From an optimization exercise on the open Yosys and OpenROAD flow, aimed at small area and a short achievable clock period; shortcuts taken in it are not production practice. RTL that was checked went through simulation tests only; none was proved equivalent to the original. No functional check of the RTL was part of run 2. Power is estimated from default activity; no workload was simulated.

## flow/design.v (module list and top-level ports; edited modules follow where they fit)
// module abs_difference: 8 lines
// module SAD_4x8: 1384 lines
// module control: 28 lines
// module top_level: 165 lines
module top_level
#(parameter WIDTH = 8)
(
	input clk, rst, init, finish, ack,
	input [WIDTH-1:0]
		ori_0,
		ori_1,
		ori_2,
		ori_3,
		ori_4,
		ori_5,
		ori_6,
		ori_7,
		ori_8,
		ori_9,
		ori_10,
		ori_11,
		ori_12,
		ori_13,
		ori_14,
		ori_15,
		ori_16,
		ori_17,
		ori_18,
		ori_19,
		ori_20,
		ori_21,
		ori_22,
		ori_23,
		ori_24,
		ori_25,
		ori_26,
		ori_27,
		ori_28,
		ori_29,
		ori_30,
		ori_31,
		can_0,
		can_1,
		can_2,
		can_3,
		can_4,
		can_5,
		can_6,
		can_7,
		can_8,
		can_9,
		can_10,
		can_11,
		can_12,
		can_13,
		can_14,
		can_15,
		can_16,
		can_17,
		can_18,
		can_19,
		can_20,
		can_21,
		can_22,
		can_23,
		can_24,
		can_25,
		can_26,
		can_27,
		can_28,
		can_29,
		can_30,
		can_31,
	output done,
	output [WIDTH+4:0] out_sad
	);
  // ...
==> flow/flow/run.sh <==
#!/bin/bash
# The standard layout, except that the port buffers are buf_1 cells
# (buffer_ports otherwise picks the slow, large clkdlybuf4s50_1). repair_design
# and repair_timing still resize them as they do any buffer.
set -euo pipefail
export BUFFER_PORTS_ARGS="-buffer_cell sky130_fd_sc_hd__buf_1"
bash standard.sh finish > standard.log 2>&1
==> flow/standard.sh <==
#!/bin/bash
# synth_recipe.tcl (not shown) runs the flow's synth.tcl, then flattens the netlist and writes it again
# the make line also repeats each setting of config.mk as NAME=value (left out here)
make -C /OpenROAD-flow-scripts/flow DESIGN_CONFIG=/design/flow/config.mk WORK_HOME=/design/flow/orfs CLKGATE_MAP_FILE= SYNTH_SCRIPT=/design/flow/synth_recipe.tcl "${@:-finish}"
==> flow/config.mk <==
export PLATFORM = sky130hd
export DESIGN_NAME = top_level
export DESIGN_NICKNAME = top_level
export VERILOG_FILES = /design/flow/design.v
export SDC_FILE = /design/flow/constraint.sdc
export NUM_CORES = 4
export LEC_CHECK = 0
export CAP_MARGIN = 20
export CORE_MARGIN = 2
export CORE_UTILIZATION = 40
export SLEW_MARGIN = 20
==> flow/constraint.sdc <==
create_clock -name core_clock -period 5.8 [get_ports {clk}]
set_input_delay 1.1600 -clock core_clock [delete_from_list [all_inputs] [get_ports {clk}]]
set_output_delay 1.1600 -clock core_clock [all_outputs]
set_load 0.01 [all_outputs]
==> flow_metrics.tcl, run 1 <==
set metrics [dict create \
    root_buffer "clkbuf_16" \
    hpwl_microns 67190 \
    coreArea_sq_um 66100 \
    grtUsageMet1 0.2798 \
    gp_congestion 0.9290 \
    clkTransAtPathRegs_ns 0.06 \
    slew_viol_final 0 \
    ctsHoldBuffers 0 \
    buffers 530 \
    clock_latency_ns 0.58 \
    syn_to_final_growth_pct 14.83 \
    crit_family "adder cells" \
    reg2reg_depth 11 \
    clock_sinks 259 \
    first_pass_iters 5 \
    yosysTopAreaCellShare 0.2169 \
    h-tree-depth 1 \
    p_comb_uw 13600 \
    vdd_ir_drop_max_mv 0.7205 \
    wire_per_inst_microns 17.19 \
    slowest_delay_ns 0.50 \
    status "no timing/DRC/antenna violations" \
    powerSeq_uw 3480 \
    r2r_end "total[12]$_SDFFE_PP0P_" \
    yosysTopAreaCell "fa_1" \
    reg2reg_slack_ns 2.45 \
    fin_crit_sh 0.5771 \
    io_buffers 530 \
    wl_met2_microns 36870 \
    largest_reg_flops 196 \
    synthTopCellsByCount "inv_1 (653), fa_1 (291), ha_1 (283), xnor2_1 (263), dfxtp_1 (256)" \
    fin_hold_ws_ns 0.4406 \
    drt.antenna.violating_nets 0 \
    fin_area_sq_um 30830 \
    io_pins 531 \
    rows 94 \
    critPathLaunch "b_SAD_4x8.rb[5]$_DFF_P_" \
    antenna_found_initial 3 \
    synthMostInstantiatedCell "inv_1" \
    fin_total_pwr_uw 19040 \
    syn_inst 2950 \
    fin_util 0.4665 \
    pre_cts_slack_ns 1.839 \
    synth_area_leaders "fa_1 (22%), dfxtp_1 (19%), ha_1 (13%)" \
]
==> module top_level, before the edit <==
module top_level
#(parameter WIDTH = 8)
(
	input clk, rst, init, finish, ack,
	input [WIDTH-1:0]
		ori_0,
		ori_1,
		ori_2,
		ori_3,
		ori_4,
		ori_5,
		ori_6,
		ori_7,
		ori_8,
		ori_9,
		ori_10,
		ori_11,
		ori_12,
		ori_13,
		ori_14,
		ori_15,
		ori_16,
		ori_17,
		ori_18,
		ori_19,
		ori_20,
		ori_21,
		ori_22,
		ori_23,
		ori_24,
		ori_25,
		ori_26,
		ori_27,
		ori_28,
		ori_29,
		ori_30,
		ori_31,
		can_0,
		can_1,
		can_2,
		can_3,
		can_4,
		can_5,
		can_6,
		can_7,
		can_8,
		can_9,
		can_10,
		can_11,
		can_12,
		can_13,
		can_14,
		can_15,
		can_16,
		can_17,
		can_18,
		can_19,
		can_20,
		can_21,
		can_22,
		can_23,
		can_24,
		can_25,
		can_26,
		can_27,
		can_28,
		can_29,
		can_30,
		can_31,
	output done,
	output [WIDTH+4:0] out_sad
	);
	wire idle, en;
	wire [12:0] sum;
	control b_control(
		.clk(clk),
		.rst(rst),
		.init(init),
		.finish(finish),
		.ack(ack),
		.done(done),
		.idle(idle),
		.en(en)
		);
	SAD_4x8 b_SAD_4x8(
		.clk(clk),
		.ori_0(ori_0),
		.ori_1(ori_1),
		.ori_2(ori_2),
		.ori_3(ori_3),
		.ori_4(ori_4),
		.ori_5(ori_5),
		.ori_6(ori_6),
		.ori_7(ori_7),
		.ori_8(ori_8),
		.ori_9(ori_9),
		.ori_10(ori_10),
		.ori_11(ori_11),
		.ori_12(ori_12),
		.ori_13(ori_13),
		.ori_14(ori_14),
		.ori_15(ori_15),
		.ori_16(ori_16),
		.ori_17(ori_17),
		.ori_18(ori_18),
		.ori_19(ori_19),
		.ori_20(ori_20),
		.ori_21(ori_21),
		.ori_22(ori_22),
		.ori_23(ori_23),
		.ori_24(ori_24),
		.ori_25(ori_25),
		.ori_26(ori_26),
		.ori_27(ori_27),
		.ori_28(ori_28),
		.ori_29(ori_29),
		.ori_30(ori_30),
		.ori_31(ori_31),
		.can_0(can_0),
		.can_1(can_1),
		.can_2(can_2),
		.can_3(can_3),
		.can_4(can_4),
		.can_5(can_5),
		.can_6(can_6),
		.can_7(can_7),
		.can_8(can_8),
		.can_9(can_9),
		.can_10(can_10),
		.can_11(can_11),
		.can_12(can_12),
		.can_13(can_13),
		.can_14(can_14),
		.can_15(can_15),
		.can_16(can_16),
		.can_17(can_17),
		.can_18(can_18),
		.can_19(can_19),
		.can_20(can_20),
		.can_21(can_21),
		.can_22(can_22),
		.can_23(can_23),
		.can_24(can_24),
		.can_25(can_25),
		.can_26(can_26),
		.can_27(can_27),
		.can_28(can_28),
		.can_29(can_29),
		.can_30(can_30),
		.can_31(can_31),
		.sum_out(sum)
		);
	reg en_1, en_2;
	reg [12:0] total;
	always @(posedge clk)
	begin
		en_1 <= en;
		en_2 <= en_1;
		if (idle)
			total <= 0;
		else if (en_1)
			total <= en_2 ? sum : 13'd0;
	end
	assign out_sad = total;
endmodule
==> run 2: changes to the inputs <==
--- a/flow/design.v
+++ b/flow/design.v
@@ -69,17 +69,20 @@
 		can_24,
 		can_25,
 		can_26,
 		can_27,
 		can_28,
 		can_29,
 		can_30,
 		can_31,
-	output [12:0] sum_out
+	input clr,    
+	input upd,    
+	input take,   
+	output [12:0] out_sad
 );
 	wire [8:0] t_0 = {1'b0, ori_0} + {1'b0, ~can_0};
 	wire c_0 = t_0[8];
 	wire [7:0] y_0 = t_0[7:0] ^ {8{~c_0}};
 	wire [8:0] t_1 = {1'b0, ori_1} + {1'b0, ~can_1};
 	wire c_1 = t_1[8];
 	wire [7:0] y_1 = t_1[7:0] ^ {8{~c_1}};
 	wire [8:0] t_2 = {1'b0, ori_2} + {1'b0, ~can_2};
@@ -1383,17 +1386,36 @@
 	assign s551 = rb[39] ^ c528 ^ s529;
 	assign c552 = (rb[39] & c528) | (rb[39] & s529) | (c528 & s529);
 	assign s553 = rb[43] ^ c530 ^ s531;
 	assign c554 = (rb[43] & c530) | (rb[43] & s531) | (c530 & s531);
 	assign s555 = rb[44] ^ c532;
 	assign c556 = rb[44] & c532;
 	wire [12:0] op_a = {c556, c554, c552, c550, c548, c546, c544, c542, c540, c538, c536, c534, s511};
 	wire [12:0] op_b = {1'b0, s555, s553, s551, s549, s547, s545, s543, s541, s539, s537, s535, s533};
-	assign sum_out = op_a + op_b;
+	wire [6:0] lo = op_a[5:0] + op_b[5:0];
+	wire [6:0] nxt_a = op_a[12:6];
+	wire [5:0] nxt_b = {op_b[11], op_b[10], op_b[9], op_b[8], op_b[7], op_b[6]};
+	reg [5:0] t_lo;
+	reg t_c;
+	reg [6:0] t_a;
+	reg [5:0] t_b;
+	always @(posedge clk)
+	begin
+		if (clr | (upd & ~take))
+		begin
+			t_lo <= 0; t_c <= 0; t_a <= 0; t_b <= 0;
+		end
+		else if (upd)
+		begin
+			t_lo <= lo[5:0]; t_c <= lo[6]; t_a <= nxt_a; t_b <= nxt_b;
+		end
+	end
+	wire [6:0] hi_b = {1'b0, t_b[5], t_b[4], t_b[3], t_b[2], t_b[1], t_b[0]};
+	assign out_sad = {t_a + hi_b + t_c, t_lo};
 endmodule
 module control
 (
 	input  clk, rst, init, finish, ack,
 	output done,   
 	output idle,   
 	output en      
 );
@@ -1486,27 +1508,32 @@
 		can_28,
 		can_29,
 		can_30,
 		can_31,
 	output done,
 	output [WIDTH+4:0] out_sad
 	);
 	wire idle, en;
-	wire [12:0] sum;
 	control b_control(
 		.clk(clk),
 		.rst(rst),
 		.init(init),
 		.finish(finish),
 		.ack(ack),
 		.done(done),
 		.idle(idle),
 		.en(en)
 		);
+	reg en_1, en_2;
+	always @(posedge clk)
+	begin
+		en_1 <= en;
+		en_2 <= en_1;
+	end
 	SAD_4x8 b_SAD_4x8(
 		.clk(clk),
 		.ori_0(ori_0),
 		.ori_1(ori_1),
 		.ori_2(ori_2),
 		.ori_3(ori_3),
 		.ori_4(ori_4),
 		.ori_5(ori_5),
@@ -1563,23 +1590,14 @@
 		.can_24(can_24),
 		.can_25(can_25),
 		.can_26(can_26),
 		.can_27(can_27),
 		.can_28(can_28),
 		.can_29(can_29),
 		.can_30(can_30),
 		.can_31(can_31),
-		.sum_out(sum)
+		.clr(idle),
+		.upd(en_1),
+		.take(en_2),
+		.out_sad(out_sad)
 		);
-	reg en_1, en_2;
-	reg [12:0] total;
-	always @(posedge clk)
-	begin
-		en_1 <= en;
-		en_2 <= en_1;
-		if (idle)
-			total <= 0;
-		else if (en_1)
-			total <= en_2 ? sum : 13'd0;
-	end
-	assign out_sad = total;
 endmodule
==> flow/config.mk (replaced) <==
export PLATFORM = sky130hd
export DESIGN_NAME = top_level
export DESIGN_NICKNAME = top_level
export VERILOG_FILES = /design/flow/design.v
export SDC_FILE = /design/flow/constraint.sdc
export NUM_CORES = 4
export LEC_CHECK = 0
export ABC_AREA = 1
export CAP_MARGIN = 20
export CORE_MARGIN = 2
export CORE_UTILIZATION = 40
export SLEW_MARGIN = 20
==> run 2 against run 1 <==
Effect of this change: still clean; setup slack got worse by 0.099 ns; flip-flop and latch count increased by 7; wire length increased by 2.5%; hold slack improved by 0.026 ns; final area increased by 6.9%; combinational power decreased by 11%.
==> flow_metrics.tcl, run 2 <==
set metrics [dict create \
    postCtsSetupBuffers 0 \
    vdd_ir_drop_max_mv 0.5532 \
    final_common_cell "nand2_1" \
    io_buffers 530 \
    yosysTopAreaCell "fa_1" \
    io_pins 531 \
    viasPerCell 4.451 \
    syn_area_per_cell_sq_um 7.363 \
    ctsHoldBuffers 0 \
    h-tree-depth 1 \
    grt_pass1_wl_microns 121100 \
    fin_area_sq_um 32970 \
    slowest_delay_ns 0.42 \
    drt_iter0_markers 995 \
    rsz0062_at_grt "false" \
    worst_ep_required_time_ns 4.64 \
    status "no timing/DRC/antenna violations" \
    clock_latency_ns 0.55 \
    async_flop_share 0.01128 \
    coreArea_sq_um 71490 \
    placed_cells 5393 \
    dieArea_sq_um 74300 \
    synthTopCellsByCount "nand2_1 (1,080), inv_1 (1,039), nand3_1 (314), fa_1 (293), ha_1 (282)" \
    fillCellCount 7335 \
    yosysWarnings 3 \
    root_buffer "clkbuf_16" \
    grt_max_degree 26 \
    p_leak_uw 0.01865 \
    syn_inst 3919 \
    fin_crit_sh 0.5942 \
    rows 98 \
    endpoint_kind "output pin" \
    antenna_found_initial 1 \
    p_per_area_nw_per_um2 531.5 \
    gp_congestion 0.8775 \
    ys_seq_area_frac 0.1851 \
    slew_viol_final 0 \
    hold_viol_final 0 \
    synth_ff_type "dfxtp_1" \
    grt_overflow_total 0 \
    drv_cap 0 \
    clkTransAtPathRegs_ns 0.06 \
    syn_area_sq_um 28850 \
    layout-drive-gt1-share 0.04050 \
    reg_top3 "b_SAD_4x8.ra: 196 flops, b_SAD_4x8.rb: 45 flops, b_SAD_4x8.t_a: 7 flops" \
    synth_seq_cells 266 \
    largest_reg_flops 196 \
    fin_hold_ws_ns 0.4670 \
    fin_cells 5445 \
    grt_pass1_vias 23540 \
    worstSetupPathType "reg2out" \
    yosysTopAreaCellShare 0.2033 \
    drc 0 \
    ctsResizeCount 0 \
    fin_skew_ns 0.009680 \
    final_nets 5565 \
    first_pass_iters 5 \
    die_w_microns 272.6 \
    drt.antenna.violating_nets 0 \
    regArea_sq_um 5340 \
    via_count 24240 \
    r2r-start "b_SAD_4x8.ra[103]$_DFF_P_" \
    synth-edff-count 0 \
    clock.fmax_ghz 0.2902 \
    cp.arrival_ns 2.29 \
    reg2reg_slack_ns 2.57 \
    finalSetupTns_ns 0 \
    slew_headroom 0.4055 \
    critPathLaunchType "register" \
    reg2reg_depth 7 \
    cts_buffers 28 \
    track_usage 0.2062 \
    fin_crit_ns 3.446 \
    r2r_end "b_SAD_4x8.rb[19]$_DFF_P_" \
    hpwl_microns 69410 \
    place_area_sq_um 32000 \
    cp_max_fo 3 \
    multi_input_area_sq_um 19510 \
    crit_slowest_cell "fa_1" \
    crit_path_end "out_sad[12]" \
    hold_class "in2async" \
    critPathLaunch "b_SAD_4x8.t_b[0]$_SDFFE_PP0P_" \
    initial_core_util 0.4036 \
    clk_path_buf_depth 3 \
    die_h_microns 272.6 \
    synthesis.nets 5011 \
    synthMostInstantiatedCell "nand2_1" \
    setup_viol 0 \
    wire_per_inst_microns 14.15 \
    path_cells "inv_1 > fa_1 > inv_1 > fa_1 > nand4_1 > nand3_1 > xor2_1 > buf_1" \
    syn_to_final_growth_pct 14.28 \
    regMostFlops "b_SAD_4x8.ra" \
    synth_area_leaders "fa_1 (20%), dfxtp_1 (18%), nand2_1 (14%)" \
    clock_sinks 266 \
    layout_common_cells "nand2_1 (1,080), inv_1 (1,039), buf_1 (530)" \
    routed_wl_microns 77030 \
    yosysUniqueCellTypes 39 \
    worst-slew-pin-transition_ns 0.8905 \
    cts_tree "yes" \
]
run 2: worst min path at each step:
| stage | endpoint | slack, ns | depth (start not counted) |
|---|---|---|---|
| floorplan | en_2$_DFF_P_ | 0.33 | 0 |
| global placement | b_SAD_4x8.t_lo[0]$_SDFFE_PP0P_ | 0.45 | 2 |
| detailed placement | b_SAD_4x8.t_lo[1]$_SDFFE_PP0P_ | 0.46 | 2 |
| CTS | b_control.done_st$_DFF_PP0_ | 0.45 | 2 |
| global route | b_control.busy$_DFF_PP0_ | 0.46 | 2 |
| finish | b_control.done_st$_DFF_PP0_ | 0.47 | 2 |
run 2: cells by family after synthesis:
kind of cell | Yosys count | share of synthesized area
flip-flops | 266 | 0.1851
buffers and inverters | 1063 | 0.1387
AO/OA/AOI/OAI | 186 | 0.04198
XOR/XNOR | 216 | 0.06557
adder cells (fa/ha/maj) | 575 | 0.3256
AND/OR/NAND/NOR | 1613 | 0.2431
run 2: power breakdown:
group | switching [uW] | internal, uW
registers | 579 | 2970
logic | 7120 | 4980
clock network | 734 | 1150
total | 8430 | 9090
run 2: worst max-delay path, delay by kind of cell (launching register included):
kind | cells | cell delay [ns]
buffers and inverters | 3 | 0.42
adder cells (fa/ha/maj) | 2 | 0.67
AND/OR/NAND/NOR | 2 | 0.20
XOR/XNOR | 1 | 0.15
flip-flops | 1 | 0.31
run 2: through the flow:
stage / power, uW / utilization / setup slack, ns
after global placement: 15470 / 0.4476 / 2.480
after floorplan: 11620 / - / 2.761
final: 17530 / 0.4612 / 2.354
after CTS: 17860 / 0.4612 / 2.298
after detailed placement: 15910 / 0.4476 / 2.466
after global routing: 19890 / 0.4612 / 2.218
run 2: cell type report:
class / instances / area share
clock buffer: 44 / 0.02615
multi-input combinational: 2590 / 0.5918
timing repair buffer: 530 / 0.06033
clock inverter: 7 / 0.003339
tap: 950 / 0.03605
antenna: 1 / 0.00007589
sequential: 266 / 0.1620
inverter: 1057 / 0.1203
run 2: per-layer routing:
| metal | vias up | wire [microns] | global-route usage | part of all wire |
|---|---|---|---|---|
| li1 | 12790 | - | - | - |
| met2 | 435 | 36920 | 0.3605 | 0.48 |
| met5 | - | 0 | 0 | 0 |
| met1 | 10960 | 36720 | 0.2852 | 0.48 |
| met4 | 0 | 917 | 0.02892 | 0.012 |
| met3 | 57 | 2471 | 0.01423 | 0.032 |

==> port drivers added, routing unchanged <==
Ports are ideal in the flow. The routed layouts listed here were re-timed in OpenROAD.
Step 1, drivers: a clkbuf_16 drives clk and a buf_2 each remaining input, both assumed.
Step 2 moves the port delays by t, midway between the first and last clock arrival at a register: inputs arrive t later, outputs are due t later. That takes back most of the time a late clock gives input paths.
a / b / c = ideal ports / drivers / drivers and shift; a / b = the first two.
| run | t (ns) | setup WS [ns] | worst hold slack (ns) | worst data-port slew with drivers (ns) |
|---|---|---|---|---|
| run 1 | 0.625 | 2.453 / 2.453 / 1.890 | 0.441 / 0.405 / 0.450 | 0.10 |
| run 2 | 0.598 | 2.354 / 2.297 / 2.495 | 0.467 / 0.431 / 0.467 | 0.08 |
After both steps setup and hold are still met in every run listed. For run 1, which loses most, drivers alone change the setup slack by 0.000 ns; drivers and shift together by -0.563 ns.
